Context: an optimization exercise on an open-source flow, tuned for small area and a short achievable clock period. The choices shown serve that exercise and are no tape-out recipe. Function was checked by simulation only, so behaviour that the tests miss may differ from the original.

run A:
## Chevychev_highpass
module Chevychev_highpass (
    data_in, data_out, clk, rst
);
    output [17:0] data_out;
    input  [7:0]  data_in;
    input         clk, rst;
    reg [7:0]  XN;    
    reg [17:0] YN;    
    reg [17:0] RS;
    reg [17:0] R3;
    reg [0:0] R3c;    
    reg [17:0] R4;
    reg [0:0] R4c;    
    reg [17:0] R5;
    reg [0:0] R5c;    
    reg [17:0] R6;
    reg [0:0] R6c;    
    reg [17:0] R7;
    reg [0:0] R7c;    
    reg [17:0] R8;
    reg [0:0] R8c;    
    reg [17:0] R9;
    reg [0:0] R9c;    
    wire n_1 = ~XN[0];
    wire n_2 = ~XN[1];
    wire n_3 = ~XN[2];
    wire n_4 = ~XN[3];
    wire n_5 = ~XN[4];
    wire n_6 = ~XN[5];
    wire n_7 = ~XN[6];
    wire n_8 = ~XN[7];
    wire n_9 = ~YN[0];
    wire n_10 = ~YN[1];
    wire n_11 = ~YN[2];
    wire n_12 = ~YN[3];
    wire n_13 = ~YN[4];
    wire n_14 = ~YN[5];
    wire n_15 = ~YN[6];
    wire n_16 = ~YN[7];
    wire n_17 = ~YN[8];
    wire n_18 = ~YN[9];
    wire n_19 = ~YN[10];
    wire n_20 = ~YN[11];
    wire n_21 = ~YN[12];
    wire n_22 = ~YN[13];
    wire n_23 = ~YN[14];
    wire n_24 = ~YN[15];
    wire n_25 = ~YN[16];
    wire n_26 = ~YN[17];
    wire s_27, c_28;
    iir_ha us_27 (.a(n_3), .b(n_1), .s(s_27), .co(c_28));
    wire s_29, c_30;
    iir_fa us_29 (.a(n_4), .b(n_2), .c(c_28), .s(s_29), .co(c_30));
    wire s_31, c_32;
    iir_fa us_31 (.a(n_5), .b(n_3), .c(c_30), .s(s_31), .co(c_32));
    wire s_33, c_34;
    iir_fa us_33 (.a(n_6), .b(n_4), .c(c_32), .s(s_33), .co(c_34));
    wire s_35, c_36;
    iir_fa us_35 (.a(n_7), .b(n_5), .c(c_34), .s(s_35), .co(c_36));
    wire s_37, c_38;
    iir_fa us_37 (.a(n_8), .b(n_6), .c(c_36), .s(s_37), .co(c_38));
    wire s_39, c_40;
    iir_ha us_39 (.a(n_7), .b(c_38), .s(s_39), .co(c_40));
    wire s_41, c_42;
    iir_ha us_41 (.a(n_8), .b(c_40), .s(s_41), .co(c_42));
    wire n_43 = ~data_in[0];
    wire n_44 = ~data_in[1];
    wire n_45 = ~data_in[2];
    wire n_46 = ~data_in[3];
    wire n_47 = ~data_in[4];
    wire n_48 = ~data_in[5];
    wire n_49 = ~data_in[6];
    wire n_50 = ~data_in[7];
    wire n_51 = ~n_1;
  ...
For scale: ~1,100 cells after synthesis, roughly 180 flip-flops, about 28 I/O pins, about 15,000 sq um of cells after synthesis.
clock: 16.0 ns
lec_check: 0
cap_margin: 20
core_margin: 2
core_utilization: 40
slew_margin: 20
synth_hierarchical: 1
synth_minimum_keep_size: 0
standard.sh (not shown) runs the stock make flow with config.mk's settings and CLKGATE_MAP_FILE= SYNTH_SCRIPT=/design/flow/synth_recipe.tcl, a recipe that flattens the netlist after the stock synthesis.
==> flow/flow/run.sh <==
#!/bin/bash
# The standard layout (standard.sh), with three changes to how it is made:
#  - port buffers are buf_2 instead of the default (a slow delay buffer),
#  - timing repair aims for 7 ns of setup slack (the design runs well below
#    the 16 ns clock, so the default repair would never act),
#  - clock tree: clkbuf_8 buffers, sinks clustered by 20 within 60 um, no
#    dummy loads.
# The full make output goes to standard_sh.log; ORFS keeps per-step logs in orfs/logs.
set -euo pipefail
bash standard.sh \
  "BUFFER_PORTS_ARGS=-buffer_cell sky130_fd_sc_hd__buf_2" \
  SETUP_SLACK_MARGIN=7.5 \
  "CTS_ARGS=-sink_clustering_enable -repair_clock_nets -dont_use_dummy_load -sink_clustering_size 20 -sink_clustering_max_diameter 60 -buf_list sky130_fd_sc_hd__clkbuf_8" \
  finish > standard_sh.log 2>&1
Both conditions hold for run A: the flow ran to the end and the final layout passed the timing, design-rule and antenna checks.
The following lists how run B was set up differently from run A:
diff --git a/flow/flow/run.sh b/flow/flow/run.sh
--- a/flow/flow/run.sh
+++ b/flow/flow/run.sh
@@ -2,3 +2,3 @@
 # The standard layout (standard.sh), with three changes to how it is made:
-#  - port buffers are buf_2 instead of the default (a slow delay buffer),
+#  - port buffers are buf_4 instead of the default (a slow delay buffer),
 #  - timing repair aims for 7 ns of setup slack (the design runs well below
@@ -10,3 +10,3 @@
 bash standard.sh \
-  "BUFFER_PORTS_ARGS=-buffer_cell sky130_fd_sc_hd__buf_2" \
+  "BUFFER_PORTS_ARGS=-buffer_cell sky130_fd_sc_hd__buf_4" \
   SETUP_SLACK_MARGIN=7.5 \
==> comparison <==
Delta (run B minus run A): overall routed net length went down by 520 um; non-clock buffer count went down by 42%; number of global-route vias before repair went down by about 2%; fraction of final layout cells with drive strength greater than 1 went down by 2.9 points. Sort run A and run B by placement-stage worst setup slack, descending, and run B comes first. Per the comparison of run B with run A, clock period minus worst slack fell by 53 ps, cell area decreased by about 1.1% relative to the old numbers. Global-route usage | run B below run A.
#### Input delta (run C over run B)
diff --git a/flow/flow/run.sh b/flow/flow/run.sh
--- a/flow/flow/run.sh
+++ b/flow/flow/run.sh
@@ -11,3 +11,3 @@
   "BUFFER_PORTS_ARGS=-buffer_cell sky130_fd_sc_hd__buf_4" \
-  SETUP_SLACK_MARGIN=7.5 \
+  SETUP_SLACK_MARGIN=7.75 \
   "CTS_ARGS=-sink_clustering_enable -repair_clock_nets -dont_use_dummy_load -sink_clustering_size 20 -sink_clustering_max_diameter 60 -buf_list sky130_fd_sc_hd__clkbuf_8" \
==> comparison <==
- Between run B and run C, worst hold slack increased.
- Number of buffer and inverter stages on the critical path: run B and run C compared, lower one is run B
Setup changes, run C to run D
diff --git a/flow/flow/run.sh b/flow/flow/run.sh
--- a/flow/flow/run.sh
+++ b/flow/flow/run.sh
@@ -3,3 +3,3 @@
 #  - port buffers are buf_4 instead of the default (a slow delay buffer),
-#  - timing repair aims for 7 ns of setup slack (the design runs well below
+#  - timing repair aims for 7.5 ns of setup slack (the design runs well below
 #    the 16 ns clock, so the default repair would never act),
@@ -11,3 +11,3 @@
   "BUFFER_PORTS_ARGS=-buffer_cell sky130_fd_sc_hd__buf_4" \
-  SETUP_SLACK_MARGIN=7.75 \
+  SETUP_SLACK_MARGIN=7.5 \
   "CTS_ARGS=-sink_clustering_enable -repair_clock_nets -dont_use_dummy_load -sink_clustering_size 20 -sink_clustering_max_diameter 60 -buf_list sky130_fd_sc_hd__clkbuf_8" \
Notes after the runs:
- Fraction of final layout cells with drive strength greater than 1 | run D below run C
- Global-route usage down 0.51 points in run D wrt run C
- Re via count: run C was higher than run D.
- Delta (run D minus run C): cell area lost 2.3%; worst path setup slack after routing lost 9.8 ps; arrival time at the worst endpoint neither gained nor lost much.

[afterwards: timing with drivers on the ports]
In the flow no input, the clock included, has a driving cell. The finished layouts below were timed again as built, in two steps. Step 1 sets driving cells, clkbuf_16 on the clock port and buf_2 on the other inputs (assumed; they add their load-dependent delay and slew). Step 2 moves the port delays by t, midway between the first and last clock arrival at a register: inputs arrive t later, outputs are due t later. That takes back most of the time a late clock gives input paths. Slacks: no drivers / after step 1 / after step 2; pairs: no drivers / after step 1.
| run | shift t [ns] | setup WS [ns] | slew at the worst register clock pin (ns) |
|---|---|---|---|
| run A | 0.530 | 7.501 / 7.456 / 7.456 | 0.10 / 0.10 |
| run B | 0.524 | 7.554 / 7.511 / 7.511 | 0.11 / 0.11 |
| run C | 0.538 | 7.564 / 7.537 / 7.537 | 0.10 / 0.10 |
| run D | 0.524 | 7.554 / 7.511 / 7.511 | 0.11 / 0.11 |
After both steps every run listed still meets setup and hold. For run A, which loses most, drivers alone change the setup slack by -0.045 ns; drivers and shift together by -0.045 ns.
